From an optimization exercise on the open Yosys and OpenROAD flow, aimed at small area, a short achievable clock period and few clock cycles per item; shortcuts taken in it are not production practice.
The RTL was checked by simulation tests, not by an equivalence proof against the original design.
No activity file was given, so power comes from the tool's default toggle rates.

==> flow/design.v, too long to show whole: its modules and the start of the top module <==
// module trng: 62 lines
// module drbg: 218 lines
// module cdt_fast: 184 lines
// module cdt_rom: 123 lines
// module masked_gaussian_system_multi_sigma: 141 lines
// module ks_add: 26 lines
// module cmp_gt: 28 lines
// module incdec: 17 lines
// module cbase_calc: 15 lines
// module out_stage: 15 lines
module masked_gaussian_system_multi_sigma #(
    parameter PRECISION = 64,
    parameter TABLE_SIZE = 21,
    parameter X_MIN = -10,
    parameter X_MAX = 10,
    parameter SAMPLE_WIDTH = 16,
    parameter CENTER_WIDTH = 32,
    parameter CENTER_FRAC_BITS = 16,
    parameter SEED_WIDTH = 256,
    parameter MASK_WIDTH = 32,
    parameter NUM_SIGMA_TABLES = 4,
    parameter SIGMA_SEL_WIDTH = 2
) (
    input wire clk,
    input wire rst,
    input wire start_reseed,
    input wire start_sample,
    input wire [PRECISION-1:0] random_u,
    input wire signed [CENTER_WIDTH-1:0] center,
    input wire [SIGMA_SEL_WIDTH-1:0] sigma_sel,
    output wire signed [SAMPLE_WIDTH-1:0] sample_share0,
    output wire signed [SAMPLE_WIDTH-1:0] sample_share1,
    output wire sample_valid,
    output wire reseeding,
    output wire [SAMPLE_WIDTH-1:0] sample_reconstructed
);
  // ...
==> flow/flow/run.sh <==
#!/bin/bash
# Layout flow: the standard ORFS flow (standard.sh) with three changes:
#  - synthesis is the standard flow's own script (synth_recipe.tcl) with ABC's mapping
#    script replaced by flow/abc_map.script (registers are mapped before ABC
#    and are the same as in the standard synthesis);
#  - the port buffers are sky130_fd_sc_hd__buf_2 cells;
#  - timing repair aims for the setup slack margin given below.
set -euo pipefail
HERE="$(cd "$(dirname "${BASH_SOURCE[0]}")" && pwd)"
WORK="$(dirname "$HERE")"
cd "$WORK"
export MY_ABC_SCRIPT="$HERE/abc_map.script"
cat > "$WORK/flow_synth.tcl" <<'TCL'
proc abc {args} {
  set i [lsearch $args -script]
  if {$i >= 0} { set args [lreplace $args $i [expr {$i + 1}] -script $::env(MY_ABC_SCRIPT)] }
  yosys abc {*}$args
}
TCL
echo "source $WORK/synth_recipe.tcl" >> "$WORK/flow_synth.tcl"
bash standard.sh "SYNTH_SCRIPT=$WORK/flow_synth.tcl" \
  "BUFFER_PORTS_ARGS=-buffer_cell sky130_fd_sc_hd__buf_2" \
  "SETUP_SLACK_MARGIN=${FLOW_SETUP_MARGIN:-5}" \
  finish > "$WORK/flow_make.log" 2>&1
==> flow/flow/abc_map.script <==
strash
&get -n
&fraig -x
&put
dc2
strash
&get -n
&dch -f
&nf -D 1500
&put
buffer -c
upsize -D 1500 -c
dnsize -D 1500 -c
stime -p
==> flow/standard.sh <==
#!/bin/bash
# synth_recipe.tcl (not shown) runs the flow's synth.tcl, then flattens the netlist and writes it again
# the make line also repeats each setting of config.mk as NAME=value (left out here)
make -C /OpenROAD-flow-scripts/flow DESIGN_CONFIG=/design/flow/config.mk WORK_HOME=/design/flow/orfs CLKGATE_MAP_FILE= SYNTH_SCRIPT=/design/flow/synth_recipe.tcl "${@:-finish}"
==> flow/config.mk <==
export PLATFORM = sky130hd
export DESIGN_NAME = masked_gaussian_system_multi_sigma
export DESIGN_NICKNAME = masked_gaussian_system_multi_sigma
export VERILOG_FILES = /design/flow/design.v
export SDC_FILE = /design/flow/constraint.sdc
export NUM_CORES = 8
export LEC_CHECK = 0
export CAP_MARGIN = 20
export CORE_MARGIN = 2
export CORE_UTILIZATION = 40
export SETUP_SLACK_MARGIN = 5
export SLEW_MARGIN = 20
==> flow/constraint.sdc <==
create_clock -name core_clock -period 9.0 [get_ports {clk}]
set_input_delay 1.8000 -clock core_clock [delete_from_list [all_inputs] [get_ports {clk}]]
set_output_delay 1.8000 -clock core_clock [all_outputs]
set_load 0.01 [all_outputs]
==> impl_metrics.json, run 1 <==
{
  "outcome": "timing/DRC/antenna clean",
  "seqPwrFrac_pct": 19.9,
  "drt-pass1-iter-count": 8,
  "clkLatencyLatePin_ns": 0.46,
  "swShare_pct": 53.1,
  "total_power_w": 0.00732,
  "wl_met1_um": 29600,
  "design_area_sq_um": 18100,
  "reg2reg_from": "idx_r[1]",
  "fillers": 3906,
  "dpl.hpwl_um": 53900,
  "crit_type": "reg -> out",
  "nonClkBufAreaFrac_pct": 7.10,
  "root_buffer": "clkbuf_16",
  "p_int_w": 0.00344,
  "sh_seq_area_pct": 19.9,
  "synth_top_family_by_area": "simple AND/OR/NAND/NOR gates",
  "antenna_found_initial": 2,
  "synth_top_cell_by_area": "xnor2_1",
  "path_delay_family": "adder cells",
  "seq_area_sq_um": 3610,
  "use_met1_pct": 45.5,
  "hold_path_end": "rs2",
  "synth_seq_area_share_pct": 22.8,
  "clk_share_pct": 3.10,
  "seq_cell_count": 153,
  "r2r_cells": 16,
  "yosys.area_share.adder_pct": 6.05,
  "pg_seq_w": 0.00146,
  "fin_nets": 2369,
  "met3_length_um": 6880,
  "crit_cells": 9,
  "synth_xor_xnor_area_share_pct": 19.6,
  "cts_tree": "done"
}
Testbench counts, summed over its fixed seeds: cycles 2,108, samples 2,048.
==> module cdt_fast, before the edit <==
module cdt_fast (
    input  wire [11:0] uh,
    input  wire [1:0]  sel,
    output wire [4:0]  idx,
    output wire [19:0] th,           
    output wire        amb
);
    wire [19:0] g0;
    wire [19:0] e0;
    assign g0[0] = uh > 12'd0;
    assign e0[0] = uh == 12'd0;
    assign g0[1] = uh > 12'd0;
    assign e0[1] = uh == 12'd0;
    assign g0[2] = uh > 12'd0;
    assign e0[2] = uh == 12'd0;
    assign g0[3] = uh > 12'd0;
    assign e0[3] = uh == 12'd0;
    assign g0[4] = uh > 12'd0;
    assign e0[4] = uh == 12'd0;
    assign g0[5] = uh > 12'd0;
    assign e0[5] = uh == 12'd0;
    assign g0[6] = uh > 12'd12;
    assign e0[6] = uh == 12'd12;
    assign g0[7] = uh > 12'd103;
    assign e0[7] = uh == 12'd103;
    assign g0[8] = uh > 12'd492;
    assign e0[8] = uh == 12'd492;
    assign g0[9] = uh > 12'd1424;
    assign e0[9] = uh == 12'd1424;
    assign g0[10] = uh > 12'd2671;
    assign e0[10] = uh == 12'd2671;
    assign g0[11] = uh > 12'd3603;
    assign e0[11] = uh == 12'd3603;
    assign g0[12] = uh > 12'd3992;
    assign e0[12] = uh == 12'd3992;
    assign g0[13] = uh > 12'd4083;
    assign e0[13] = uh == 12'd4083;
    assign g0[14] = uh > 12'd4095;
    assign e0[14] = uh == 12'd4095;
    assign g0[15] = uh > 12'd4095;
    assign e0[15] = uh == 12'd4095;
    assign g0[16] = uh > 12'd4095;
    assign e0[16] = uh == 12'd4095;
    assign g0[17] = uh > 12'd4095;
    assign e0[17] = uh == 12'd4095;
    assign g0[18] = uh > 12'd4095;
    assign e0[18] = uh == 12'd4095;
    assign g0[19] = uh > 12'd4095;
    assign e0[19] = uh == 12'd4095;
    wire [19:0] g1;
    wire [19:0] e1;
    assign g1[0] = uh > 12'd0;
    assign e1[0] = uh == 12'd0;
    assign g1[1] = uh > 12'd0;
    assign e1[1] = uh == 12'd0;
    assign g1[2] = uh > 12'd0;
    assign e1[2] = uh == 12'd0;
    assign g1[3] = uh > 12'd0;
    assign e1[3] = uh == 12'd0;
    assign g1[4] = uh > 12'd0;
    assign e1[4] = uh == 12'd0;
    assign g1[5] = uh > 12'd2;
    assign e1[5] = uh == 12'd2;
    assign g1[6] = uh > 12'd25;
    assign e1[6] = uh == 12'd25;
    assign g1[7] = uh > 12'd151;
    assign e1[7] = uh == 12'd151;
    assign g1[8] = uh > 12'd581;
    assign e1[8] = uh == 12'd581;
    assign g1[9] = uh > 12'd1476;
    assign e1[9] = uh == 12'd1476;
    assign g1[10] = uh > 12'd2619;
    assign e1[10] = uh == 12'd2619;
    assign g1[11] = uh > 12'd3514;
    assign e1[11] = uh == 12'd3514;
    assign g1[12] = uh > 12'd3944;
    assign e1[12] = uh == 12'd3944;
    assign g1[13] = uh > 12'd4070;
    assign e1[13] = uh == 12'd4070;
    assign g1[14] = uh > 12'd4093;
    assign e1[14] = uh == 12'd4093;
    assign g1[15] = uh > 12'd4095;
    assign e1[15] = uh == 12'd4095;
    assign g1[16] = uh > 12'd4095;
    assign e1[16] = uh == 12'd4095;
    assign g1[17] = uh > 12'd4095;
    assign e1[17] = uh == 12'd4095;
    assign g1[18] = uh > 12'd4095;
    assign e1[18] = uh == 12'd4095;
    assign g1[19] = uh > 12'd4095;
    assign e1[19] = uh == 12'd4095;
    wire [19:0] g2;
    wire [19:0] e2;
    assign g2[0] = uh > 12'd0;
    assign e2[0] = uh == 12'd0;
    assign g2[1] = uh > 12'd0;
    assign e2[1] = uh == 12'd0;
    assign g2[2] = uh > 12'd0;
    assign e2[2] = uh == 12'd0;
    assign g2[3] = uh > 12'd0;
    assign e2[3] = uh == 12'd0;
    assign g2[4] = uh > 12'd0;
    assign e2[4] = uh == 12'd0;
    assign g2[5] = uh > 12'd7;
    assign e2[5] = uh == 12'd7;
    assign g2[6] = uh > 12'd49;
    assign e2[6] = uh == 12'd49;
    assign g2[7] = uh > 12'd218;
    assign e2[7] = uh == 12'd218;
    assign g2[8] = uh > 12'd682;
    assign e2[8] = uh == 12'd682;
    assign g2[9] = uh > 12'd1529;
    assign e2[9] = uh == 12'd1529;
    assign g2[10] = uh > 12'd2566;
    assign e2[10] = uh == 12'd2566;
    assign g2[11] = uh > 12'd3413;
    assign e2[11] = uh == 12'd3413;
    assign g2[12] = uh > 12'd3877;
    assign e2[12] = uh == 12'd3877;
    assign g2[13] = uh > 12'd4046;
    assign e2[13] = uh == 12'd4046;
    assign g2[14] = uh > 12'd4088;
    assign e2[14] = uh == 12'd4088;
    assign g2[15] = uh > 12'd4095;
    assign e2[15] = uh == 12'd4095;
    assign g2[16] = uh > 12'd4095;
    assign e2[16] = uh == 12'd4095;
    assign g2[17] = uh > 12'd4095;
    assign e2[17] = uh == 12'd4095;
    assign g2[18] = uh > 12'd4095;
    assign e2[18] = uh == 12'd4095;
    assign g2[19] = uh > 12'd4095;
    assign e2[19] = uh == 12'd4095;
    wire [19:0] g3;
    wire [19:0] e3;
    assign g3[0] = uh > 12'd0;
    assign e3[0] = uh == 12'd0;
    assign g3[1] = uh > 12'd0;
    assign e3[1] = uh == 12'd0;
    assign g3[2] = uh > 12'd0;
    assign e3[2] = uh == 12'd0;
    assign g3[3] = uh > 12'd0;
    assign e3[3] = uh == 12'd0;
    assign g3[4] = uh > 12'd6;
    assign e3[4] = uh == 12'd6;
    assign g3[5] = uh > 12'd30;
    assign e3[5] = uh == 12'd30;
    assign g3[6] = uh > 12'd119;
    assign e3[6] = uh == 12'd119;
    assign g3[7] = uh > 12'd361;
    assign e3[7] = uh == 12'd361;
    assign g3[8] = uh > 12'd854;
    assign e3[8] = uh == 12'd854;
    assign g3[9] = uh > 12'd1611;
    assign e3[9] = uh == 12'd1611;
    assign g3[10] = uh > 12'd2484;
    assign e3[10] = uh == 12'd2484;
    assign g3[11] = uh > 12'd3241;
    assign e3[11] = uh == 12'd3241;
    assign g3[12] = uh > 12'd3734;
    assign e3[12] = uh == 12'd3734;
    assign g3[13] = uh > 12'd3976;
    assign e3[13] = uh == 12'd3976;
    assign g3[14] = uh > 12'd4065;
    assign e3[14] = uh == 12'd4065;
    assign g3[15] = uh > 12'd4089;
    assign e3[15] = uh == 12'd4089;
    assign g3[16] = uh > 12'd4095;
    assign e3[16] = uh == 12'd4095;
    assign g3[17] = uh > 12'd4095;
    assign e3[17] = uh == 12'd4095;
    assign g3[18] = uh > 12'd4095;
    assign e3[18] = uh == 12'd4095;
    assign g3[19] = uh > 12'd4095;
    assign e3[19] = uh == 12'd4095;
    assign th = sel[1] ? (sel[0] ? g3 : g2) : (sel[0] ? g1 : g0);
    assign amb = sel[1] ? (sel[0] ? |e3 : |e2) : (sel[0] ? |e1 : |e0);
    assign idx[4] = th[15];
    assign idx[3] = th[7] & ~th[15];
    assign idx[2] = (th[3] & ~th[7]) | (th[11] & ~th[15]) | th[19];
    assign idx[1] = (th[1] & ~th[3]) | (th[5] & ~th[7]) | (th[9] & ~th[11]) | (th[13] & ~th[15]) | (th[17] & ~th[19]);
    assign idx[0] = (th[0] & ~th[1]) | (th[2] & ~th[3]) | (th[4] & ~th[5]) | (th[6] & ~th[7]) | (th[8] & ~th[9]) |
                    (th[10] & ~th[11]) | (th[12] & ~th[13]) | (th[14] & ~th[15]) | (th[16] & ~th[17]) | (th[18] & ~th[19]);
endmodule
==> inputs of run 2 (changes only) <==
--- a/flow/design.v
+++ b/flow/design.v
@@ -285,174 +285,238 @@
     output wire [19:0] th,           
     output wire        amb
 );
+    wire gt0_0 = uh[11:9] > 3'd0;
+    wire eq0_0 = uh[11:9] == 3'd0;
+    wire gt1_0 = uh[8:6] > 3'd0;
+    wire eq1_0 = uh[8:6] == 3'd0;
+    wire gt2_0 = uh[5:3] > 3'd0;
+    wire eq2_0 = uh[5:3] == 3'd0;
+    wire gt3_0 = uh[2:0] > 3'd0;
+    wire eq3_0 = uh[2:0] == 3'd0;
+    wire gt2_1 = uh[5:3] > 3'd1;
+    wire eq2_1 = uh[5:3] == 3'd1;
+    wire gt3_4 = uh[2:0] > 3'd4;
+    wire eq3_4 = uh[2:0] == 3'd4;
+    wire gt1_1 = uh[8:6] > 3'd1;
+    wire eq1_1 = uh[8:6] == 3'd1;
+    wire gt2_4 = uh[5:3] > 3'd4;
+    wire eq2_4 = uh[5:3] == 3'd4;
+    wire gt3_7 = uh[2:0] > 3'd7;
+    wire eq3_7 = uh[2:0] == 3'd7;
+    wire gt1_7 = uh[8:6] > 3'd7;
+    wire eq1_7 = uh[8:6] == 3'd7;
+    wire gt2_5 = uh[5:3] > 3'd5;
+    wire eq2_5 = uh[5:3] == 3'd5;
+    wire gt0_2 = uh[11:9] > 3'd2;
+    wire eq0_2 = uh[11:9] == 3'd2;
+    wire gt1_6 = uh[8:6] > 3'd6;
+    wire eq1_6 = uh[8:6] == 3'd6;
+    wire gt2_2 = uh[5:3] > 3'd2;
+    wire eq2_2 = uh[5:3] == 3'd2;
+    wire gt0_5 = uh[11:9] > 3'd5;
+    wire eq0_5 = uh[11:9] == 3'd5;
+    wire gt0_7 = uh[11:9] > 3'd7;
+    wire eq0_7 = uh[11:9] == 3'd7;
+    wire gt3_3 = uh[2:0] > 3'd3;
+    wire eq3_3 = uh[2:0] == 3'd3;
+    wire gt2_3 = uh[5:3] > 3'd3;
+    wire eq2_3 = uh[5:3] == 3'd3;
+    wire gt2_6 = uh[5:3] > 3'd6;
+    wire eq2_6 = uh[5:3] == 3'd6;
+    wire gt2_7 = uh[5:3] > 3'd7;
+    wire eq2_7 = uh[5:3] == 3'd7;
+    wire gt3_2 = uh[2:0] > 3'd2;
+    wire eq3_2 = uh[2:0] == 3'd2;
+    wire gt3_1 = uh[2:0] > 3'd1;
+    wire eq3_1 = uh[2:0] == 3'd1;
+    wire gt1_2 = uh[8:6] > 3'd2;
+    wire eq1_2 = uh[8:6] == 3'd2;
+    wire gt0_1 = uh[11:9] > 3'd1;
+    wire eq0_1 = uh[11:9] == 3'd1;
+    wire gt3_5 = uh[2:0] > 3'd5;
+    wire eq3_5 = uh[2:0] == 3'd5;
+    wire gt0_6 = uh[11:9] > 3'd6;
+    wire eq0_6 = uh[11:9] == 3'd6;
+    wire gt1_5 = uh[8:6] > 3'd5;
+    wire eq1_5 = uh[8:6] == 3'd5;
+    wire gt3_6 = uh[2:0] > 3'd6;
+    wire eq3_6 = uh[2:0] == 3'd6;
+    wire gt1_3 = uh[8:6] > 3'd3;
+    wire eq1_3 = uh[8:6] == 3'd3;
+    wire gt1_4 = uh[8:6] > 3'd4;
+    wire eq1_4 = uh[8:6] == 3'd4;
+    wire gt0_3 = uh[11:9] > 3'd3;
+    wire eq0_3 = uh[11:9] == 3'd3;
+    wire gt0_4 = uh[11:9] > 3'd4;
+    wire eq0_4 = uh[11:9] == 3'd4;
     wire [19:0] g0;
     wire [19:0] e0;
-    assign g0[0] = uh > 12'd0;
-    assign e0[0] = uh == 12'd0;
-    assign g0[1] = uh > 12'd0;
-    assign e0[1] = uh == 12'd0;
-    assign g0[2] = uh > 12'd0;
-    assign e0[2] = uh == 12'd0;
-    assign g0[3] = uh > 12'd0;
-    assign e0[3] = uh == 12'd0;
-    assign g0[4] = uh > 12'd0;
-    assign e0[4] = uh == 12'd0;
-    assign g0[5] = uh > 12'd0;
-    assign e0[5] = uh == 12'd0;
-    assign g0[6] = uh > 12'd12;
-    assign e0[6] = uh == 12'd12;
-    assign g0[7] = uh > 12'd103;
-    assign e0[7] = uh == 12'd103;
-    assign g0[8] = uh > 12'd492;
-    assign e0[8] = uh == 12'd492;
-    assign g0[9] = uh > 12'd1424;
-    assign e0[9] = uh == 12'd1424;
-    assign g0[10] = uh > 12'd2671;
-    assign e0[10] = uh == 12'd2671;
-    assign g0[11] = uh > 12'd3603;
-    assign e0[11] = uh == 12'd3603;
-    assign g0[12] = uh > 12'd3992;
-    assign e0[12] = uh == 12'd3992;
-    assign g0[13] = uh > 12'd4083;
-    assign e0[13] = uh == 12'd4083;
-    assign g0[14] = uh > 12'd4095;
-    assign e0[14] = uh == 12'd4095;
-    assign g0[15] = uh > 12'd4095;
-    assign e0[15] = uh == 12'd4095;
-    assign g0[16] = uh > 12'd4095;
-    assign e0[16] = uh == 12'd4095;
-    assign g0[17] = uh > 12'd4095;
-    assign e0[17] = uh == 12'd4095;
-    assign g0[18] = uh > 12'd4095;
-    assign e0[18] = uh == 12'd4095;
-    assign g0[19] = uh > 12'd4095;
-    assign e0[19] = uh == 12'd4095;
+    assign g0[0] = (gt0_0 | (eq0_0 & (gt1_0 | (eq1_0 & (gt2_0 | (eq2_0 & gt3_0))))));
+    assign e0[0] = eq0_0 & eq1_0 & eq2_0 & eq3_0;
+    assign g0[1] = (gt0_0 | (eq0_0 & (gt1_0 | (eq1_0 & (gt2_0 | (eq2_0 & gt3_0))))));
+    assign e0[1] = eq0_0 & eq1_0 & eq2_0 & eq3_0;
+    assign g0[2] = (gt0_0 | (eq0_0 & (gt1_0 | (eq1_0 & (gt2_0 | (eq2_0 & gt3_0))))));
+    assign e0[2] = eq0_0 & eq1_0 & eq2_0 & eq3_0;
+    assign g0[3] = (gt0_0 | (eq0_0 & (gt1_0 | (eq1_0 & (gt2_0 | (eq2_0 & gt3_0))))));
+    assign e0[3] = eq0_0 & eq1_0 & eq2_0 & eq3_0;
+    assign g0[4] = (gt0_0 | (eq0_0 & (gt1_0 | (eq1_0 & (gt2_0 | (eq2_0 & gt3_0))))));
+    assign e0[4] = eq0_0 & eq1_0 & eq2_0 & eq3_0;
+    assign g0[5] = (gt0_0 | (eq0_0 & (gt1_0 | (eq1_0 & (gt2_0 | (eq2_0 & gt3_0))))));
+    assign e0[5] = eq0_0 & eq1_0 & eq2_0 & eq3_0;
+    assign g0[6] = (gt0_0 | (eq0_0 & (gt1_0 | (eq1_0 & (gt2_1 | (eq2_1 & gt3_4))))));
+    assign e0[6] = eq0_0 & eq1_0 & eq2_1 & eq3_4;
+    assign g0[7] = (gt0_0 | (eq0_0 & (gt1_1 | (eq1_1 & (gt2_4 | (eq2_4 & gt3_7))))));
+    assign e0[7] = eq0_0 & eq1_1 & eq2_4 & eq3_7;
+    assign g0[8] = (gt0_0 | (eq0_0 & (gt1_7 | (eq1_7 & (gt2_5 | (eq2_5 & gt3_4))))));
+    assign e0[8] = eq0_0 & eq1_7 & eq2_5 & eq3_4;
+    assign g0[9] = (gt0_2 | (eq0_2 & (gt1_6 | (eq1_6 & (gt2_2 | (eq2_2 & gt3_0))))));
+    assign e0[9] = eq0_2 & eq1_6 & eq2_2 & eq3_0;
+    assign g0[10] = (gt0_5 | (eq0_5 & (gt1_1 | (eq1_1 & (gt2_5 | (eq2_5 & gt3_7))))));
+    assign e0[10] = eq0_5 & eq1_1 & eq2_5 & eq3_7;
+    assign g0[11] = (gt0_7 | (eq0_7 & (gt1_0 | (eq1_0 & (gt2_2 | (eq2_2 & gt3_3))))));
+    assign e0[11] = eq0_7 & eq1_0 & eq2_2 & eq3_3;
+    assign g0[12] = (gt0_7 | (eq0_7 & (gt1_6 | (eq1_6 & (gt2_3 | (eq2_3 & gt3_0))))));
+    assign e0[12] = eq0_7 & eq1_6 & eq2_3 & eq3_0;
+    assign g0[13] = (gt0_7 | (eq0_7 & (gt1_7 | (eq1_7 & (gt2_6 | (eq2_6 & gt3_3))))));
+    assign e0[13] = eq0_7 & eq1_7 & eq2_6 & eq3_3;
+    assign g0[14] = (gt0_7 | (eq0_7 & (gt1_7 | (eq1_7 & (gt2_7 | (eq2_7 & gt3_7))))));
+    assign e0[14] = eq0_7 & eq1_7 & eq2_7 & eq3_7;
+    assign g0[15] = (gt0_7 | (eq0_7 & (gt1_7 | (eq1_7 & (gt2_7 | (eq2_7 & gt3_7))))));
+    assign e0[15] = eq0_7 & eq1_7 & eq2_7 & eq3_7;
+    assign g0[16] = (gt0_7 | (eq0_7 & (gt1_7 | (eq1_7 & (gt2_7 | (eq2_7 & gt3_7))))));
+    assign e0[16] = eq0_7 & eq1_7 & eq2_7 & eq3_7;
+    assign g0[17] = (gt0_7 | (eq0_7 & (gt1_7 | (eq1_7 & (gt2_7 | (eq2_7 & gt3_7))))));
+    assign e0[17] = eq0_7 & eq1_7 & eq2_7 & eq3_7;
+    assign g0[18] = (gt0_7 | (eq0_7 & (gt1_7 | (eq1_7 & (gt2_7 | (eq2_7 & gt3_7))))));
+    assign e0[18] = eq0_7 & eq1_7 & eq2_7 & eq3_7;
+    assign g0[19] = (gt0_7 | (eq0_7 & (gt1_7 | (eq1_7 & (gt2_7 | (eq2_7 & gt3_7))))));
+    assign e0[19] = eq0_7 & eq1_7 & eq2_7 & eq3_7;
     wire [19:0] g1;
     wire [19:0] e1;
-    assign g1[0] = uh > 12'd0;
-    assign e1[0] = uh == 12'd0;
-    assign g1[1] = uh > 12'd0;
-    assign e1[1] = uh == 12'd0;
-    assign g1[2] = uh > 12'd0;
-    assign e1[2] = uh == 12'd0;
-    assign g1[3] = uh > 12'd0;
-    assign e1[3] = uh == 12'd0;
-    assign g1[4] = uh > 12'd0;
-    assign e1[4] = uh == 12'd0;
-    assign g1[5] = uh > 12'd2;
-    assign e1[5] = uh == 12'd2;
-    assign g1[6] = uh > 12'd25;
-    assign e1[6] = uh == 12'd25;
-    assign g1[7] = uh > 12'd151;
-    assign e1[7] = uh == 12'd151;
-    assign g1[8] = uh > 12'd581;
-    assign e1[8] = uh == 12'd581;
-    assign g1[9] = uh > 12'd1476;
-    assign e1[9] = uh == 12'd1476;
-    assign g1[10] = uh > 12'd2619;
-    assign e1[10] = uh == 12'd2619;
-    assign g1[11] = uh > 12'd3514;
-    assign e1[11] = uh == 12'd3514;
-    assign g1[12] = uh > 12'd3944;
-    assign e1[12] = uh == 12'd3944;
-    assign g1[13] = uh > 12'd4070;
-    assign e1[13] = uh == 12'd4070;
-    assign g1[14] = uh > 12'd4093;
-    assign e1[14] = uh == 12'd4093;
-    assign g1[15] = uh > 12'd4095;
-    assign e1[15] = uh == 12'd4095;
-    assign g1[16] = uh > 12'd4095;
-    assign e1[16] = uh == 12'd4095;
-    assign g1[17] = uh > 12'd4095;
-    assign e1[17] = uh == 12'd4095;
-    assign g1[18] = uh > 12'd4095;
-    assign e1[18] = uh == 12'd4095;
-    assign g1[19] = uh > 12'd4095;
-    assign e1[19] = uh == 12'd4095;
+    assign g1[0] = (gt0_0 | (eq0_0 & (gt1_0 | (eq1_0 & (gt2_0 | (eq2_0 & gt3_0))))));
+    assign e1[0] = eq0_0 & eq1_0 & eq2_0 & eq3_0;
+    assign g1[1] = (gt0_0 | (eq0_0 & (gt1_0 | (eq1_0 & (gt2_0 | (eq2_0 & gt3_0))))));
+    assign e1[1] = eq0_0 & eq1_0 & eq2_0 & eq3_0;
+    assign g1[2] = (gt0_0 | (eq0_0 & (gt1_0 | (eq1_0 & (gt2_0 | (eq2_0 & gt3_0))))));
+    assign e1[2] = eq0_0 & eq1_0 & eq2_0 & eq3_0;
+    assign g1[3] = (gt0_0 | (eq0_0 & (gt1_0 | (eq1_0 & (gt2_0 | (eq2_0 & gt3_0))))));
+    assign e1[3] = eq0_0 & eq1_0 & eq2_0 & eq3_0;
+    assign g1[4] = (gt0_0 | (eq0_0 & (gt1_0 | (eq1_0 & (gt2_0 | (eq2_0 & gt3_0))))));
+    assign e1[4] = eq0_0 & eq1_0 & eq2_0 & eq3_0;
+    assign g1[5] = (gt0_0 | (eq0_0 & (gt1_0 | (eq1_0 & (gt2_0 | (eq2_0 & gt3_2))))));
+    assign e1[5] = eq0_0 & eq1_0 & eq2_0 & eq3_2;
+    assign g1[6] = (gt0_0 | (eq0_0 & (gt1_0 | (eq1_0 & (gt2_3 | (eq2_3 & gt3_1))))));
+    assign e1[6] = eq0_0 & eq1_0 & eq2_3 & eq3_1;
+    assign g1[7] = (gt0_0 | (eq0_0 & (gt1_2 | (eq1_2 & (gt2_2 | (eq2_2 & gt3_7))))));
+    assign e1[7] = eq0_0 & eq1_2 & eq2_2 & eq3_7;
+    assign g1[8] = (gt0_1 | (eq0_1 & (gt1_1 | (eq1_1 & (gt2_0 | (eq2_0 & gt3_5))))));
+    assign e1[8] = eq0_1 & eq1_1 & eq2_0 & eq3_5;
+    assign g1[9] = (gt0_2 | (eq0_2 & (gt1_7 | (eq1_7 & (gt2_0 | (eq2_0 & gt3_4))))));
+    assign e1[9] = eq0_2 & eq1_7 & eq2_0 & eq3_4;
+    assign g1[10] = (gt0_5 | (eq0_5 & (gt1_0 | (eq1_0 & (gt2_7 | (eq2_7 & gt3_3))))));
+    assign e1[10] = eq0_5 & eq1_0 & eq2_7 & eq3_3;
+    assign g1[11] = (gt0_6 | (eq0_6 & (gt1_6 | (eq1_6 & (gt2_7 | (eq2_7 & gt3_2))))));
+    assign e1[11] = eq0_6 & eq1_6 & eq2_7 & eq3_2;
+    assign g1[12] = (gt0_7 | (eq0_7 & (gt1_5 | (eq1_5 & (gt2_5 | (eq2_5 & gt3_0))))));
+    assign e1[12] = eq0_7 & eq1_5 & eq2_5 & eq3_0;
+    assign g1[13] = (gt0_7 | (eq0_7 & (gt1_7 | (eq1_7 & (gt2_4 | (eq2_4 & gt3_6))))));
+    assign e1[13] = eq0_7 & eq1_7 & eq2_4 & eq3_6;
+    assign g1[14] = (gt0_7 | (eq0_7 & (gt1_7 | (eq1_7 & (gt2_7 | (eq2_7 & gt3_5))))));
+    assign e1[14] = eq0_7 & eq1_7 & eq2_7 & eq3_5;
+    assign g1[15] = (gt0_7 | (eq0_7 & (gt1_7 | (eq1_7 & (gt2_7 | (eq2_7 & gt3_7))))));
+    assign e1[15] = eq0_7 & eq1_7 & eq2_7 & eq3_7;
+    assign g1[16] = (gt0_7 | (eq0_7 & (gt1_7 | (eq1_7 & (gt2_7 | (eq2_7 & gt3_7))))));
+    assign e1[16] = eq0_7 & eq1_7 & eq2_7 & eq3_7;
+    assign g1[17] = (gt0_7 | (eq0_7 & (gt1_7 | (eq1_7 & (gt2_7 | (eq2_7 & gt3_7))))));
+    assign e1[17] = eq0_7 & eq1_7 & eq2_7 & eq3_7;
+    assign g1[18] = (gt0_7 | (eq0_7 & (gt1_7 | (eq1_7 & (gt2_7 | (eq2_7 & gt3_7))))));
+    assign e1[18] = eq0_7 & eq1_7 & eq2_7 & eq3_7;
+    assign g1[19] = (gt0_7 | (eq0_7 & (gt1_7 | (eq1_7 & (gt2_7 | (eq2_7 & gt3_7))))));
+    assign e1[19] = eq0_7 & eq1_7 & eq2_7 & eq3_7;
     wire [19:0] g2;
     wire [19:0] e2;
-    assign g2[0] = uh > 12'd0;
-    assign e2[0] = uh == 12'd0;
-    assign g2[1] = uh > 12'd0;
-    assign e2[1] = uh == 12'd0;
-    assign g2[2] = uh > 12'd0;
-    assign e2[2] = uh == 12'd0;
-    assign g2[3] = uh > 12'd0;
-    assign e2[3] = uh == 12'd0;
-    assign g2[4] = uh > 12'd0;
-    assign e2[4] = uh == 12'd0;
-    assign g2[5] = uh > 12'd7;
-    assign e2[5] = uh == 12'd7;
-    assign g2[6] = uh > 12'd49;
-    assign e2[6] = uh == 12'd49;
-    assign g2[7] = uh > 12'd218;
-    assign e2[7] = uh == 12'd218;
-    assign g2[8] = uh > 12'd682;
-    assign e2[8] = uh == 12'd682;
-    assign g2[9] = uh > 12'd1529;
-    assign e2[9] = uh == 12'd1529;
-    assign g2[10] = uh > 12'd2566;
-    assign e2[10] = uh == 12'd2566;
-    assign g2[11] = uh > 12'd3413;
-    assign e2[11] = uh == 12'd3413;
-    assign g2[12] = uh > 12'd3877;
-    assign e2[12] = uh == 12'd3877;
-    assign g2[13] = uh > 12'd4046;
-    assign e2[13] = uh == 12'd4046;
-    assign g2[14] = uh > 12'd4088;
-    assign e2[14] = uh == 12'd4088;
-    assign g2[15] = uh > 12'd4095;
-    assign e2[15] = uh == 12'd4095;
-    assign g2[16] = uh > 12'd4095;
-    assign e2[16] = uh == 12'd4095;
-    assign g2[17] = uh > 12'd4095;
-    assign e2[17] = uh == 12'd4095;
-    assign g2[18] = uh > 12'd4095;
-    assign e2[18] = uh == 12'd4095;
-    assign g2[19] = uh > 12'd4095;
-    assign e2[19] = uh == 12'd4095;
+    assign g2[0] = (gt0_0 | (eq0_0 & (gt1_0 | (eq1_0 & (gt2_0 | (eq2_0 & gt3_0))))));
+    assign e2[0] = eq0_0 & eq1_0 & eq2_0 & eq3_0;
+    assign g2[1] = (gt0_0 | (eq0_0 & (gt1_0 | (eq1_0 & (gt2_0 | (eq2_0 & gt3_0))))));
+    assign e2[1] = eq0_0 & eq1_0 & eq2_0 & eq3_0;
+    assign g2[2] = (gt0_0 | (eq0_0 & (gt1_0 | (eq1_0 & (gt2_0 | (eq2_0 & gt3_0))))));
+    assign e2[2] = eq0_0 & eq1_0 & eq2_0 & eq3_0;
+    assign g2[3] = (gt0_0 | (eq0_0 & (gt1_0 | (eq1_0 & (gt2_0 | (eq2_0 & gt3_0))))));
+    assign e2[3] = eq0_0 & eq1_0 & eq2_0 & eq3_0;
+    assign g2[4] = (gt0_0 | (eq0_0 & (gt1_0 | (eq1_0 & (gt2_0 | (eq2_0 & gt3_0))))));
+    assign e2[4] = eq0_0 & eq1_0 & eq2_0 & eq3_0;
+    assign g2[5] = (gt0_0 | (eq0_0 & (gt1_0 | (eq1_0 & (gt2_0 | (eq2_0 & gt3_7))))));
+    assign e2[5] = eq0_0 & eq1_0 & eq2_0 & eq3_7;
+    assign g2[6] = (gt0_0 | (eq0_0 & (gt1_0 | (eq1_0 & (gt2_6 | (eq2_6 & gt3_1))))));
+    assign e2[6] = eq0_0 & eq1_0 & eq2_6 & eq3_1;
+    assign g2[7] = (gt0_0 | (eq0_0 & (gt1_3 | (eq1_3 & (gt2_3 | (eq2_3 & gt3_2))))));
+    assign e2[7] = eq0_0 & eq1_3 & eq2_3 & eq3_2;
+    assign g2[8] = (gt0_1 | (eq0_1 & (gt1_2 | (eq1_2 & (gt2_5 | (eq2_5 & gt3_2))))));
+    assign e2[8] = eq0_1 & eq1_2 & eq2_5 & eq3_2;
+    assign g2[9] = (gt0_2 | (eq0_2 & (gt1_7 | (eq1_7 & (gt2_7 | (eq2_7 & gt3_1))))));
+    assign e2[9] = eq0_2 & eq1_7 & eq2_7 & eq3_1;
+    assign g2[10] = (gt0_5 | (eq0_5 & (gt1_0 | (eq1_0 & (gt2_0 | (eq2_0 & gt3_6))))));
+    assign e2[10] = eq0_5 & eq1_0 & eq2_0 & eq3_6;
+    assign g2[11] = (gt0_6 | (eq0_6 & (gt1_5 | (eq1_5 & (gt2_2 | (eq2_2 & gt3_5))))));
+    assign e2[11] = eq0_6 & eq1_5 & eq2_2 & eq3_5;
+    assign g2[12] = (gt0_7 | (eq0_7 & (gt1_4 | (eq1_4 & (gt2_4 | (eq2_4 & gt3_5))))));
+    assign e2[12] = eq0_7 & eq1_4 & eq2_4 & eq3_5;
+    assign g2[13] = (gt0_7 | (eq0_7 & (gt1_7 | (eq1_7 & (gt2_1 | (eq2_1 & gt3_6))))));
+    assign e2[13] = eq0_7 & eq1_7 & eq2_1 & eq3_6;
+    assign g2[14] = (gt0_7 | (eq0_7 & (gt1_7 | (eq1_7 & (gt2_7 | (eq2_7 & gt3_0))))));
+    assign e2[14] = eq0_7 & eq1_7 & eq2_7 & eq3_0;
+    assign g2[15] = (gt0_7 | (eq0_7 & (gt1_7 | (eq1_7 & (gt2_7 | (eq2_7 & gt3_7))))));
+    assign e2[15] = eq0_7 & eq1_7 & eq2_7 & eq3_7;
+    assign g2[16] = (gt0_7 | (eq0_7 & (gt1_7 | (eq1_7 & (gt2_7 | (eq2_7 & gt3_7))))));
+    assign e2[16] = eq0_7 & eq1_7 & eq2_7 & eq3_7;
+    assign g2[17] = (gt0_7 | (eq0_7 & (gt1_7 | (eq1_7 & (gt2_7 | (eq2_7 & gt3_7))))));
+    assign e2[17] = eq0_7 & eq1_7 & eq2_7 & eq3_7;
+    assign g2[18] = (gt0_7 | (eq0_7 & (gt1_7 | (eq1_7 & (gt2_7 | (eq2_7 & gt3_7))))));
+    assign e2[18] = eq0_7 & eq1_7 & eq2_7 & eq3_7;
+    assign g2[19] = (gt0_7 | (eq0_7 & (gt1_7 | (eq1_7 & (gt2_7 | (eq2_7 & gt3_7))))));
+    assign e2[19] = eq0_7 & eq1_7 & eq2_7 & eq3_7;
     wire [19:0] g3;
     wire [19:0] e3;
-    assign g3[0] = uh > 12'd0;
-    assign e3[0] = uh == 12'd0;
-    assign g3[1] = uh > 12'd0;
-    assign e3[1] = uh == 12'd0;
-    assign g3[2] = uh > 12'd0;
-    assign e3[2] = uh == 12'd0;
-    assign g3[3] = uh > 12'd0;
-    assign e3[3] = uh == 12'd0;
-    assign g3[4] = uh > 12'd6;
-    assign e3[4] = uh == 12'd6;
-    assign g3[5] = uh > 12'd30;
-    assign e3[5] = uh == 12'd30;
-    assign g3[6] = uh > 12'd119;
-    assign e3[6] = uh == 12'd119;
-    assign g3[7] = uh > 12'd361;
-    assign e3[7] = uh == 12'd361;
-    assign g3[8] = uh > 12'd854;
-    assign e3[8] = uh == 12'd854;
-    assign g3[9] = uh > 12'd1611;
-    assign e3[9] = uh == 12'd1611;
-    assign g3[10] = uh > 12'd2484;
-    assign e3[10] = uh == 12'd2484;
-    assign g3[11] = uh > 12'd3241;
-    assign e3[11] = uh == 12'd3241;
-    assign g3[12] = uh > 12'd3734;
-    assign e3[12] = uh == 12'd3734;
-    assign g3[13] = uh > 12'd3976;
-    assign e3[13] = uh == 12'd3976;
-    assign g3[14] = uh > 12'd4065;
-    assign e3[14] = uh == 12'd4065;
-    assign g3[15] = uh > 12'd4089;
-    assign e3[15] = uh == 12'd4089;
-    assign g3[16] = uh > 12'd4095;
-    assign e3[16] = uh == 12'd4095;
-    assign g3[17] = uh > 12'd4095;
-    assign e3[17] = uh == 12'd4095;
-    assign g3[18] = uh > 12'd4095;
-    assign e3[18] = uh == 12'd4095;
-    assign g3[19] = uh > 12'd4095;
-    assign e3[19] = uh == 12'd4095;
+    assign g3[0] = (gt0_0 | (eq0_0 & (gt1_0 | (eq1_0 & (gt2_0 | (eq2_0 & gt3_0))))));
+    assign e3[0] = eq0_0 & eq1_0 & eq2_0 & eq3_0;
+    assign g3[1] = (gt0_0 | (eq0_0 & (gt1_0 | (eq1_0 & (gt2_0 | (eq2_0 & gt3_0))))));
+    assign e3[1] = eq0_0 & eq1_0 & eq2_0 & eq3_0;
+    assign g3[2] = (gt0_0 | (eq0_0 & (gt1_0 | (eq1_0 & (gt2_0 | (eq2_0 & gt3_0))))));
+    assign e3[2] = eq0_0 & eq1_0 & eq2_0 & eq3_0;
+    assign g3[3] = (gt0_0 | (eq0_0 & (gt1_0 | (eq1_0 & (gt2_0 | (eq2_0 & gt3_0))))));
+    assign e3[3] = eq0_0 & eq1_0 & eq2_0 & eq3_0;
+    assign g3[4] = (gt0_0 | (eq0_0 & (gt1_0 | (eq1_0 & (gt2_0 | (eq2_0 & gt3_6))))));
+    assign e3[4] = eq0_0 & eq1_0 & eq2_0 & eq3_6;
+    assign g3[5] = (gt0_0 | (eq0_0 & (gt1_0 | (eq1_0 & (gt2_3 | (eq2_3 & gt3_6))))));
+    assign e3[5] = eq0_0 & eq1_0 & eq2_3 & eq3_6;
+    assign g3[6] = (gt0_0 | (eq0_0 & (gt1_1 | (eq1_1 & (gt2_6 | (eq2_6 & gt3_7))))));
+    assign e3[6] = eq0_0 & eq1_1 & eq2_6 & eq3_7;
+    assign g3[7] = (gt0_0 | (eq0_0 & (gt1_5 | (eq1_5 & (gt2_5 | (eq2_5 & gt3_1))))));
+    assign e3[7] = eq0_0 & eq1_5 & eq2_5 & eq3_1;
+    assign g3[8] = (gt0_1 | (eq0_1 & (gt1_5 | (eq1_5 & (gt2_2 | (eq2_2 & gt3_6))))));
+    assign e3[8] = eq0_1 & eq1_5 & eq2_2 & eq3_6;
+    assign g3[9] = (gt0_3 | (eq0_3 & (gt1_1 | (eq1_1 & (gt2_1 | (eq2_1 & gt3_3))))));
+    assign e3[9] = eq0_3 & eq1_1 & eq2_1 & eq3_3;
+    assign g3[10] = (gt0_4 | (eq0_4 & (gt1_6 | (eq1_6 & (gt2_6 | (eq2_6 & gt3_4))))));
+    assign e3[10] = eq0_4 & eq1_6 & eq2_6 & eq3_4;
+    assign g3[11] = (gt0_6 | (eq0_6 & (gt1_2 | (eq1_2 & (gt2_5 | (eq2_5 & gt3_1))))));
+    assign e3[11] = eq0_6 & eq1_2 & eq2_5 & eq3_1;
+    assign g3[12] = (gt0_7 | (eq0_7 & (gt1_2 | (eq1_2 & (gt2_2 | (eq2_2 & gt3_6))))));
+    assign e3[12] = eq0_7 & eq1_2 & eq2_2 & eq3_6;
+    assign g3[13] = (gt0_7 | (eq0_7 & (gt1_6 | (eq1_6 & (gt2_1 | (eq2_1 & gt3_0))))));
+    assign e3[13] = eq0_7 & eq1_6 & eq2_1 & eq3_0;
+    assign g3[14] = (gt0_7 | (eq0_7 & (gt1_7 | (eq1_7 & (gt2_4 | (eq2_4 & gt3_1))))));
+    assign e3[14] = eq0_7 & eq1_7 & eq2_4 & eq3_1;
+    assign g3[15] = (gt0_7 | (eq0_7 & (gt1_7 | (eq1_7 & (gt2_7 | (eq2_7 & gt3_1))))));
+    assign e3[15] = eq0_7 & eq1_7 & eq2_7 & eq3_1;
+    assign g3[16] = (gt0_7 | (eq0_7 & (gt1_7 | (eq1_7 & (gt2_7 | (eq2_7 & gt3_7))))));
+    assign e3[16] = eq0_7 & eq1_7 & eq2_7 & eq3_7;
+    assign g3[17] = (gt0_7 | (eq0_7 & (gt1_7 | (eq1_7 & (gt2_7 | (eq2_7 & gt3_7))))));
+    assign e3[17] = eq0_7 & eq1_7 & eq2_7 & eq3_7;
+    assign g3[18] = (gt0_7 | (eq0_7 & (gt1_7 | (eq1_7 & (gt2_7 | (eq2_7 & gt3_7))))));
+    assign e3[18] = eq0_7 & eq1_7 & eq2_7 & eq3_7;
+    assign g3[19] = (gt0_7 | (eq0_7 & (gt1_7 | (eq1_7 & (gt2_7 | (eq2_7 & gt3_7))))));
+    assign e3[19] = eq0_7 & eq1_7 & eq2_7 & eq3_7;
     assign th = sel[1] ? (sel[0] ? g3 : g2) : (sel[0] ? g1 : g0);
     assign amb = sel[1] ? (sel[0] ? |e3 : |e2) : (sel[0] ? |e1 : |e0);
     assign idx[4] = th[15];
--- a/flow/config.mk
+++ b/flow/config.mk
@@ -7,6 +7,6 @@
 export LEC_CHECK = 0
 export CAP_MARGIN = 20
 export CORE_MARGIN = 2
-export CORE_UTILIZATION = 40
+export CORE_UTILIZATION = 60
 export SETUP_SLACK_MARGIN = 5
 export SLEW_MARGIN = 20
==> run 2 against run 1 <==
Net effect: still clean; largest cell class unchanged; non-clock buffer count fell by 20; flip-flop and latch count did not move; via count rose by 6.0%.
==> impl_metrics.json, run 2 <==
{
  "ys.flop_type": "dfxtp_1",
  "root_buffer": "clkbuf_16",
  "dp.cells": 2440,
  "drtAntennaViolNets": 0,
  "numCtsBuffers": 17,
  "cp.required_ns": 9.33,
  "finalHoldViolCount": 0,
  "wl_per_cell_um": 27.5,
  "syn_area_per_cell_sq_um": 7.35,
  "fin_cells": 2488,
  "grt_pass1_vias": 17400,
  "antenna_found_initial": 1,
  "path_max_fanout": 36,
  "die_w_um": 165,
  "setup_tns_ns": 0,
  "synth_cells": 2109,
  "yosysMostFrequentCell": "nand2_1",
  "portBuffers": 136,
  "maxCapViolCount": 0,
  "drc": 0,
  "wl_um": 68500,
  "cts_tree": "done",
  "p_per_area_nw_per_um2": 419,
  "maxSlewViolCount": 0,
  "crit_type": "reg -> reg",
  "max_freq_mhz": 238,
  "overflow": 0,
  "worstPathCellList": "buf_12 -> nor4b_4 -> buf_4 -> a31oi_1 -> nand2_1 -> nor2_1 -> nand2_1 -> o31ai_1 -> a21oi_1 -> a21oi_1 -> ha_1 -> nand2_1 -> o21ai_0 -> a21o_1 -> a21oi_1 -> o21ai_0 -> o21ai_0 -> nand3_1",
  "mostFrequentLayoutCells": "nand2_1 (317), xnor2_1 (225), a21oi_1 (173), nor2_1 (170), buf_2 (131)",
  "clk_pin_slew_ns": 0.08,
  "endpoint_kind": "register",
  "cts.sinks": 153,
  "hp-class": "reg -> reg",
  "dieArea_sq_um": 27100,
  "reg.largest.list": "trng_inst.wa x32, trng_inst.wb x32, drbg_inst.ah x25",
  "rows": 58,
  "worst_clock_skew_ns": 0.0269,
  "drive_gt1_share_pct": 15.7,
  "synth_seq_area_share_pct": 23.2,
  "clkLatencyLatePin_ns": 0.45,
  "synth_top_area_share_pct": 12.9,
  "period_share_pct": 46.6,
  "startpoint": "idx_r[4]",
  "relSlewSlack_pct": 37.4,
  "cts_htree_levels": 4,
  "ys_ff_latch": 153,
  "ys_async_sr_fraction_pct": 45.1,
  "path_delay_family": "compound AO/OA/AOI/OAI gates",
  "min_period_ns": 4.19,
  "synth_commonest_cells": "nand2_1 (323), xnor2_1 (228), nor2_1 (183)",
  "cts_buffer_depth": 2,
  "groute.usage.overall_pct": 49.4,
  "p_leak_nw": 7.14,
  "io_pins": 152,
  "synth_top_cell_by_area": "xnor2_1",
  "outcome": "timing/DRC/antenna clean",
  "start_util_pct": 61.4,
  "grt_pass1_wl_um": 102000,
  "yosys_warnings": 6,
  "rsz0062_at_grt": "yes",
  "finalSetupViolations": 0,
  "gp_congestion": 1.15,
  "reg2reg_from": "idx_r[4]",
  "synth_area_leaders": "xnor2_1 (13%), dfxtp_1 (9.0%), nand2_1 (7.8%)",
  "area_delta_synth_final_pct": 11.4,
  "dpl.hpwl_um": 46600,
  "worstHoldStart": "rs1",
  "synth_edf_count": 14,
  "max_stage_delay_ns": 0.63,
  "grt_start_max_net_pins": 73,
  "r2r_slack_ns": 4.81,
  "die_h_um": 165,
  "synth.distinct_cells": 92,
  "start_kind": "register",
  "vias": 18400,
  "via_per_inst": 7.40,
  "worst_pin_slew_ns": 0.939,
  "final_common_cell": "nand2_1",
  "fin_nets": 2320,
  "cp_slowest_cell": "a31oi_1",
  "synth_area_sq_um": 15500,
  "peakVddDrop_v": 0.000426,
  "drt-pass1-iter-count": 10,
  "worst-path-buf-inv": 2,
  "drtIter0Drc": 3271,
  "crit_arrival_ns": 4.53,
  "core_sq_um": 25300,
  "syn-num-nets": 2285
}
run 2: metrics by stage:
stage	util [%]	total power [W]	area (sq um)	setup WS, ns	hold slack [ns]
after floorplan	-	0.00450	15500	4.91	0.361
after global placement	64.1	0.00574	16200	4.15	0.370
after detailed placement	64.1	0.00590	16200	4.22	0.383
after CTS	67.2	0.00680	17000	4.93	0.397
after global routing	68.3	0.00743	17300	4.81	0.418
final	68.3	0.00723	17300	4.81	0.396
run 2: metal layers:
layer	up-vias	track usage (%)	part of all wire, %
met1	8455	57.7	34
li1	7528	-	-
met5	-	1.33	0.080
met4	5	29.5	8.9
met2	1809	77.4	43
met3	614	18.3	14
run 2: area by class of cell:
cell class                      instances  area [sq um]
Antenna cell                            1          2.50
Clock buffer                           18           439
Clock inverter                         14           126
Fill cell                            1944          8000
Inverter                               32           129
Multi-Input combinational cell       1767         11500
Sequential cell                       153          3610
Tap cell                              330           413
Timing Repair Buffer                  173          1060
run 2: what timing repair did:
action                                  CTS  global route
endpoints found under the setup margin   13            17
gates resized for setup                  38            44
pin swaps                                 7            16
setup buffers                             5             8
hold buffers                              0             0
cloned                                    1             1
run 2: cells by family after synthesis:
family	Yosys count	share of synthesized area [%]
and+or+nand+nor	822	25.1
AOI/OAI and AO/OA	521	20.6
xor gates and xnor gates	337	19.2
buffers and inverters	189	4.90
DFF	153	23.2
adders and majority gates	75	6.14
muxes	12	0.864
run 2: power by group:
part / internal [W] / switching [W]
logic: 0.00188 / 0.00311
clock network: 0.000373 / 0.000364
registers: 0.00109 / 0.000413
run 2: path summary, 6_finish.rpt:
check,endpoint,depth (start not counted)
max,gth_r,18
min,rs2,0
max reg2reg,gth_r,18
min reg2reg,rs2,0
max in group asynchronous,ph,3
min in group asynchronous,trng_inst.wb[6],3
Testbench counts of run 2, summed over its fixed seeds: cycles 2,108, samples 2,048.
==> module masked_gaussian_system_multi_sigma, before the edit <==
module masked_gaussian_system_multi_sigma #(
    parameter PRECISION = 64,
    parameter TABLE_SIZE = 21,
    parameter X_MIN = -10,
    parameter X_MAX = 10,
    parameter SAMPLE_WIDTH = 16,
    parameter CENTER_WIDTH = 32,
    parameter CENTER_FRAC_BITS = 16,
    parameter SEED_WIDTH = 256,
    parameter MASK_WIDTH = 32,
    parameter NUM_SIGMA_TABLES = 4,
    parameter SIGMA_SEL_WIDTH = 2
) (
    input wire clk,
    input wire rst,
    input wire start_reseed,
    input wire start_sample,
    input wire [PRECISION-1:0] random_u,
    input wire signed [CENTER_WIDTH-1:0] center,
    input wire [SIGMA_SEL_WIDTH-1:0] sigma_sel,
    output wire signed [SAMPLE_WIDTH-1:0] sample_share0,
    output wire signed [SAMPLE_WIDTH-1:0] sample_share1,
    output wire sample_valid,
    output wire reseeding,
    output wire [SAMPLE_WIDTH-1:0] sample_reconstructed
);
    reg        rs1;         
    reg        rs2;         
    reg        vld;
    reg        busy;        
    reg        ph;          
    reg        last_r;
    reg [4:0]  idx_r;
    reg [10:0] cbh_r;       
    reg [10:0] cbh1_r;      
    reg [4:0]  cbl_r;       
    reg        c5_r;        
    reg [15:0] m_r;
    reg [1:0]  sel_r;       
    wire [36:0] z;
    wire [15:0] mask;
    wire [4:0]  idx_f;
    wire [19:0] th_f;
    wire        amb;
    wire [52-1:0] k_lo;
    wire        k_last;
    trng trng_inst (
        .clk(clk),
        .rst(rst),
        .step(start_reseed | rs1 | rs2),
        .z(z)
    );
    drbg drbg_inst (
        .clk(clk),
        .load(start_reseed),
        .adv(start_sample),
        .z(z),
        .mask(mask)
    );
    cdt_fast fast_inst (
        .uh(random_u[63:52]),
        .sel(sigma_sel),
        .idx(idx_f),
        .th(th_f),
        .amb(amb)
    );
    cdt_rom rom_inst (
        .sel(sel_r),
        .idx(idx_r),
        .k(k_lo),
        .last(k_last)
    );
    localparam RH = 52 / 2;
    wire gt_hi, eq_hi, gt_lo, eq_lo;
    cmp_gt #(.N(52 - RH)) cmp_hi (.a(random_u[52-1:RH]), .b(k_lo[52-1:RH]), .gt(gt_hi), .eq(eq_hi));
    cmp_gt #(.N(RH)) cmp_lo (.a(random_u[RH-1:0]), .b(k_lo[RH-1:0]), .gt(gt_lo), .eq(eq_lo));
    reg gth_r, eqh_r, gtl_r;
    wire gt_r = gth_r | (eqh_r & gtl_r);
    wire done = ~gt_r | last_r;
    wire [4:0]  cbase_lo;
    wire [10:0] cbh_f;
    wire [10:0] cbh1_f;
    cbase_calc cbase_inst (.c(center), .lo(cbase_lo), .hi(cbh_f), .hi1(cbh1_f));
    always @(posedge clk or posedge rst) begin
        if (rst) begin
            rs1  <= 1'b0;
            rs2  <= 1'b0;
            vld  <= 1'b0;
            busy <= 1'b0;
            ph   <= 1'b0;
        end else begin
            rs1  <= start_reseed;
            rs2  <= rs1;
            vld  <= (start_sample & ~amb) | (busy & ph & done);
            busy <= (start_sample & amb) | (busy & ~(ph & done));
            ph   <= busy & ~ph;
        end
    end
    wire [31:12] cbl_dec;
    genvar v;
    generate
        for (v = 12; v < 32; v = v + 1) begin : cdec
            assign cbl_dec[v] = (cbase_lo == v) & th_f[31 - v];
        end
    endgenerate
    wire       c5_f = |cbl_dec;
    wire [5:0] idx_inc = {1'b0, idx_r} + {5'd0, ph & gt_r};
    wire [5:0] lo_inc;
    ks_add #(.N(6)) add_inc (.a({1'b0, cbl_r}), .b(idx_inc), .s(lo_inc));
    always @(posedge clk) begin
        if (busy) begin
            idx_r <= idx_inc[4:0];
            c5_r  <= lo_inc[5];
        end else begin
            idx_r <= idx_f;
            c5_r  <= c5_f;
        end
        if (!busy) m_r <= mask;
        cbl_r <= cbase_lo;
        cbh_r <= cbh_f;
        cbh1_r <= cbh1_f;
        gth_r <= gt_hi;
        eqh_r <= eq_hi;
        gtl_r <= gt_lo;
        last_r <= k_last;
        sel_r <= sigma_sel;
    end
    out_stage out_inst (
        .cbl(cbl_r),
        .idx(idx_r),
        .c5(c5_r),
        .cbh(cbh_r),
        .cbh1(cbh1_r),
        .m(m_r),
        .share0(sample_share0),
        .recon(sample_reconstructed)
    );
    assign sample_share1 = m_r;
    assign sample_valid = vld;
    assign reseeding = rs1 | rs2;
endmodule
==> module cbase_calc, before the edit <==
module cbase_calc (
    input  wire [31:0] c,
    output wire [4:0]  lo,       
    output wire [10:0] hi,       
    output wire [10:0] hi1       
);
    wire [4:0]  t5 = (c[15] == c[31]) ? {1'b0, c[19:16]} + 5'd6 :
                     c[15] ? {1'b0, c[19:16]} + 5'd7 : {1'b0, c[19:16]} + 5'd5;
    wire        c4 = t5[4];
    assign lo = {c[20] ~^ c4, t5[3:0]};
    wire        bin = ~c4 & ~c[20];             
    wire        cin = c4 | c[20];               
    incdec #(.N(11)) dec0 (.a(c[31:21]), .c(bin), .dec(1'b1), .s(hi));
    incdec #(.N(11)) inc0 (.a(c[31:21]), .c(cin), .dec(1'b0), .s(hi1));
endmodule
==> inputs of run 3 (changes only) <==
--- a/flow/design.v
+++ b/flow/design.v
@@ -722,12 +722,16 @@
         .k(k_lo),
         .last(k_last)
     );
-    localparam RH = 52 / 2;
-    wire gt_hi, eq_hi, gt_lo, eq_lo;
-    cmp_gt #(.N(52 - RH)) cmp_hi (.a(random_u[52-1:RH]), .b(k_lo[52-1:RH]), .gt(gt_hi), .eq(eq_hi));
-    cmp_gt #(.N(RH)) cmp_lo (.a(random_u[RH-1:0]), .b(k_lo[RH-1:0]), .gt(gt_lo), .eq(eq_lo));
-    reg gth_r, eqh_r, gtl_r;
-    wire gt_r = gth_r | (eqh_r & gtl_r);
+    localparam RC = 52 / 4;
+    wire [3:0] gtc, eqc;
+    genvar ck;
+    generate
+        for (ck = 0; ck < 4; ck = ck + 1) begin : cmpc
+            cmp_gt #(.N(RC)) cmp_i (.a(random_u[RC*ck +: RC]), .b(k_lo[RC*ck +: RC]), .gt(gtc[ck]), .eq(eqc[ck]));
+        end
+    endgenerate
+    reg [3:0] gtc_r, eqc_r;
+    wire gt_r = gtc_r[3] | (eqc_r[3] & (gtc_r[2] | (eqc_r[2] & (gtc_r[1] | (eqc_r[1] & gtc_r[0])))));
     wire done = ~gt_r | last_r;
     wire [4:0]  cbase_lo;
     wire [10:0] cbh_f;
@@ -771,9 +775,8 @@
         cbl_r <= cbase_lo;
         cbh_r <= cbh_f;
         cbh1_r <= cbh1_f;
-        gth_r <= gt_hi;
-        eqh_r <= eq_hi;
-        gtl_r <= gt_lo;
+        gtc_r <= gtc;
+        eqc_r <= eqc;
         last_r <= k_last;
         sel_r <= sigma_sel;
     end
@@ -868,9 +871,14 @@
     output wire [10:0] hi,       
     output wire [10:0] hi1       
 );
-    wire [4:0]  t5 = (c[15] == c[31]) ? {1'b0, c[19:16]} + 5'd6 :
-                     c[15] ? {1'b0, c[19:16]} + 5'd7 : {1'b0, c[19:16]} + 5'd5;
-    wire        c4 = t5[4];
+    wire [3:0]  x = c[19:16];
+    wire        b0 = c[15] ^ c[31];              
+    wire        b1 = c[15] | ~c[31];
+    wire        k1 = x[0] & b0;                  
+    wire        k2 = (x[1] & b1) | ((x[1] | b1) & k1);
+    wire        k3 = x[2] | k2;                  
+    wire        c4 = x[3] & k3;                  
+    wire [4:0]  t5 = {c4, x[3] ^ k3, ~(x[2] ^ k2), x[1] ^ b1 ^ k1, x[0] ^ b0};
     assign lo = {c[20] ~^ c4, t5[3:0]};
     wire        bin = ~c4 & ~c[20];             
     wire        cin = c4 | c[20];               
==> flow/flow/run.sh (replaced) <==
#!/bin/bash
# Layout flow: the standard ORFS flow (standard.sh) with these changes:
#  - synthesis is the standard flow's own script (synth_recipe.tcl) with Yosys's full-adder
#    extraction and ABC mapping steps wrapped by flow/synth_cones.tcl: the
#    logic between the ports and the registers is mapped for delay, the rest
#    for area (the registers come out of synthesis as in the standard flow);
#  - the port buffers are sky130_fd_sc_hd__buf_2 cells.
# Settings such as the utilization and the repair margin come from config.mk.
set -euo pipefail
HERE="$(cd "$(dirname "${BASH_SOURCE[0]}")" && pwd)"
WORK="$(dirname "$HERE")"
cd "$WORK"
export MY_ABC_FAST="$HERE/abc_fast.script"
export MY_ABC_AREA="$HERE/abc_area.script"
export MY_CONES="cbh_r*,cbh1_r*,cbl_r* idx_r*,c5_r*,busy*,vld* outputs gtc_r*,eqc_r*"
{
  echo "source $HERE/synth_cones.tcl"
  echo "source $WORK/synth_recipe.tcl"
} > "$WORK/flow_synth.tcl"
bash standard.sh "SYNTH_SCRIPT=$WORK/flow_synth.tcl" \
  "BUFFER_PORTS_ARGS=-buffer_cell sky130_fd_sc_hd__buf_2" \
  finish > "$WORK/flow_make.log" 2>&1
==> flow/flow/abc_area.script (new file) <==
strash
&get -n
&fraig -x
&put
dc2
strash
&get -n
&dch -f
&nf -D 1500
&put
buffer -c
upsize -D 1500 -c
dnsize -D 1500 -c
stime -p
==> flow/flow/abc_fast.script (new file) <==
strash
&get -n
&fraig -x
&put
dc2
strash
&get -n
&dch -f
&nf -D 100
&put
==> flow/flow/synth_cones.tcl (new file) <==
# Sourced before synth_recipe.tcl (the standard flow's synthesis script, unchanged). It
# wraps two Yosys steps of ORFS's synth.tcl:
#  - extract_fa: full/half-adder extraction, skipped for the logic that feeds
#    the registers named in MY_CONES and for the logic that drives the outputs;
#  - abc: that same logic is mapped first, group by group, with a
#    delay-oriented ABC script (MY_ABC_FAST), then the rest of the design with
#    an area-oriented one (MY_ABC_AREA).
# Registers are mapped before both steps and are not touched by them.
proc cone_args {cone} {
  if {$cone eq "outputs"} { return [list o:* %cie*] }
  set sel {}
  set n 0
  foreach r [split $cone ","] {
    lappend sel c:$r
    if {$n > 0} { lappend sel %u }
    incr n
  }
  return [list {*}$sel %ci1:+\[D\] %cie*]
}
proc extract_fa {args} {
  set all {}
  set n 0
  foreach cone $::env(MY_CONES) {
    lappend all {*}[cone_args $cone]
    if {$n > 0} { lappend all %u }
    incr n
  }
  yosys select -set iocones {*}$all
  yosys select -set nocone * @iocones %d
  yosys extract_fa {*}$args @nocone
}
proc abc {args} {
  set i [lsearch $args -script]
  set fast [lreplace $args $i [expr {$i + 1}] -script $::env(MY_ABC_FAST)]
  set area [lreplace $args $i [expr {$i + 1}] -script $::env(MY_ABC_AREA)]
  foreach cone $::env(MY_CONES) {
    yosys select -set cone {*}[cone_args $cone]
    yosys abc {*}$fast @cone
  }
  yosys abc {*}$area
}
--- a/flow/config.mk
+++ b/flow/config.mk
@@ -7,6 +7,6 @@
 export LEC_CHECK = 0
 export CAP_MARGIN = 20
 export CORE_MARGIN = 2
-export CORE_UTILIZATION = 60
+export CORE_UTILIZATION = 50
 export SETUP_SLACK_MARGIN = 5
 export SLEW_MARGIN = 20
removed: flow/flow/abc_map.script
==> run 3 against run 2 <==
Net effect: largest power group unchanged; critical path type is now in -> reg; synthesized area increased by 0.11%; synthesized cell count decreased by 1.2%; first-iteration DRC count is 6.6% lower; flip-flop and latch count grew 4; still clean; critical endpoint is now cbh_r[9].
==> impl_metrics.json, run 3 <==
{
  "drive_gt1_share_pct": 15.1,
  "vias": 18000,
  "power.switching_w": 0.00372,
  "min_period_ns": 4.01,
  "antenna_found_initial": 2,
  "maxCapViolCount": 0,
  "crit_type": "in -> reg",
  "synth_area_sq_um": 15500,
  "synth_seq_area_share_pct": 23.7,
  "finalHoldViolCount": 0,
  "max_stage_delay_ns": 0.55,
  "finalSetupViolations": 0,
  "path_delay_family": "simple AND/OR/NAND/NOR gates",
  "endpoint_kind": "register",
  "yosysMostFrequentCell": "nand2_1",
  "cts_tree": "done",
  "drtAntennaViolNets": 0,
  "synth_cells": 2084,
  "reg.largest.list": "trng_inst.wa x32, trng_inst.wb x32, drbg_inst.ah x25",
  "clk_pin_slew_ns": 0.07,
  "cts_htree_levels": 4,
  "total_power_w": 0.00715,
  "fin_nets": 2315,
  "ys.flop_type": "dfxtp_1",
  "cp.required_ns": 9.35,
  "combPwrFrac_pct": 68.4,
  "wl_per_cell_um": 26.5,
  "peakVddDrop_v": 0.000368,
  "final_common_cell": "nand2_1",
  "max_freq_mhz": 250,
  "start_util_pct": 50.7,
  "drt-pass1-iter-count": 8,
  "grt_start_max_net_pins": 70,
  "maxSlewViolCount": 0,
  "path_max_fanout": 5,
  "synth_area_leaders": "xnor2_1 (13%), dfxtp_1 (9.6%), nand2_1 (7.8%)",
  "grt_pass1_vias": 17200,
  "cpMostUsedCell": "nand2b_1",
  "root_buffer": "clkbuf_16",
  "rsz0062_at_grt": "yes",
  "period_share_pct": 44.5,
  "cp_slowest_cell": "or4b_1",
  "synth_edf_count": 14,
  "rows": 64,
  "area_delta_synth_final_pct": 14.5,
  "wl_um": 69300,
  "p_per_area_nw_per_um2": 403,
  "pwr-share-clk_pct": 10.4,
  "worst_clock_skew_ns": 0.0125,
  "numCtsBuffers": 17,
  "worst_pin_slew_ns": 1.10,
  "syn-num-nets": 2193,
  "synth_top_cell_by_area": "xnor2_1",
  "start_kind": "input port",
  "mostFrequentLayoutCells": "nand2_1 (322), xnor2_1 (236), nor2_1 (174), buf_2 (135), a21oi_1 (128)",
  "overflow": 0,
  "fillers": 2698,
  "synth.distinct_cells": 86,
  "portBuffers": 136,
  "dpl.hpwl_um": 49000,
  "synth_top_area_share_pct": 13.4,
  "die_w_um": 180,
  "ys_async_sr_fraction_pct": 43.9,
  "relSlewSlack_pct": 26.4,
  "p_int_w": 0.00343,
  "gp_congestion": 1.04,
  "syn_area_per_cell_sq_um": 7.44,
  "worst-path-buf-inv": 1,
  "crit_arrival_ns": 4.36,
  "drtIter0Drc": 3056,
  "ys_ff_latch": 157,
  "p_leak_nw": 6.89,
  "synth_commonest_cells": "nand2_1 (323), xnor2_1 (238), nor2_1 (181)",
  "grt_pass1_wl_um": 104000,
  "clkLatencyLatePin_ns": 0.46,
  "dieArea_sq_um": 32400,
  "seqPwrFrac_pct": 21.2,
  "swShare_pct": 52.1,
  "drc": 0,
  "setup_tns_ns": 0,
  "cts_buffer_depth": 2,
  "hp-class": "reg -> reg",
  "core_sq_um": 30600,
  "groute.usage.overall_pct": 41.5,
  "yosys_warnings": 6,
  "via_per_inst": 6.89,
  "worstPathCellList": "buf_2 -> nand2b_1 -> o211ai_1 -> a31oi_2 -> nor4_4 -> nor4b_4 -> or4b_1 -> o21ai_0 -> nand2b_1",
  "die_h_um": 180,
  "outcome": "timing/DRC/antenna clean",
  "io_pins": 152,
  "cts.sinks": 157
}
## run 3: cell count changes in the layout (fill, tap and decap cells not counted), sizes merged, moves of 10 or more
cell,delta
or3,+10
inv,-23
nor4,+17
nand3,+14
xnor2,+12
clkinv,+42
ha,-65
nor3,-11
o211ai,+14
nand4b,+10
a21oi,-48
buf,+15
## run 3: final cells by class
class,count,area (sq um),share of cell area (%)
Antenna cell,2,5.00,0.0282
Clock buffer,19,433,2.44
Clock inverter,13,150,0.846
Inverter,51,210,1.18
Multi-Input combinational cell,1791,11600,65.1
Sequential cell,157,3690,20.8
Tap cell,396,495,2.79
Timing Repair Buffer,188,1200,6.77
## run 3: worst register-to-register path: stages, from the launching register on
cell and delay (ns):
dfxtp_4 0.45, inv_8 0.22, or4b_1 0.49, buf_4 0.25, o22ai_2 0.53, nor2_1 0.16
nand3_1 0.24, a21oi_1 0.10, o21ai_0 0.37, o21ai_0 0.34, nand2_1 0.17, nand4b_1 0.14
nor4_1 0.40
## run 3: path summary, 6_finish.rpt
| path | from | end | slack, ns | depth (start not counted) |
|---|---|---|---|---|
| setup / recovery | center[15] | cbh_r[9] | 4.99 | 9 |
| hold / removal | rs1 | rs2 | 0.44 | 0 |
| setup reg to reg | idx_r[4] | eqc_r[1] | 5.01 | 12 |
| hold reg to reg | rs1 | rs2 | 0.44 | 0 |
| max in group asynchronous | rst | trng_inst.wb[16] | 6.84 | 3 |
| min in group asynchronous | rst | trng_inst.wa[16] | 1.61 | 3 |
## run 3: power by group through the flow
stage / Clock [W] / Sequential, W / Combinational (W)
after global placement: 0 / 0.00149 / 0.00441
after detailed placement: 0 / 0.00150 / 0.00444
after floorplan: 0 / 0.00136 / 0.00314
after global routing: 0.000776 / 0.00155 / 0.00515
after CTS: 0.000742 / 0.00150 / 0.00459
final: 0.000743 / 0.00151 / 0.00489
## run 3: cells by family (layout without fill, tap and decap cells)
logic type      after synthesis  after routing  synth area share, %
xor+xnor                    348            348                 20.8
fa+ha+maj                    11             11                0.823
compound gates              523            523                 21.4
simple gates                893            893                 28.2
buf+inv                     136            271                 3.86
flops                       157            157                 23.7
mux                          16             16                 1.20
other cells                   0              2                    0
## run 3: per-layer routing
layer	share of wire [%]	GRT usage (%)
met1	37	51.3
met3	12	13.0
met5	0	0
met2	43	64.1
met4	7.2	23.5
## run 3: what timing repair did
| item | CTS | global route |
|---|---|---|
| hold buffers | 0 | 0 |
| pin swaps | 3 | 6 |
| gates resized for setup | 37 | 51 |
| endpoints found under the setup margin | 13 | 16 |
| gates cloned | 2 | 1 |
| buffers inserted | 3 | 12 |
## run 3: metrics by stage
step	area (sq um)	util (%)	worst slack [ns]	hold slack [ns]	std cells
after global placement	16600	54.2	3.34	0.411	2565
after CTS	17400	56.9	4.97	0.442	2602
after detailed placement	16600	54.2	3.49	0.422	2565
after floorplan	15500	-	5.04	0.382	2084
after global routing	17700	58.0	4.82	0.457	2615
final	17800	58.0	4.99	0.442	2617
Testbench counts of run 3, summed over its fixed seeds: cycles 2,108, samples 2,048.

Re-timed with assumed drivers on the ports (clkbuf_16 on the clock, buf_2 on other inputs), run 3 has 4.957 ns of setup slack against 4.992 ns with ideal ports, and 4.495 ns once port delays also move by the mid clock arrival of 0.510 ns.
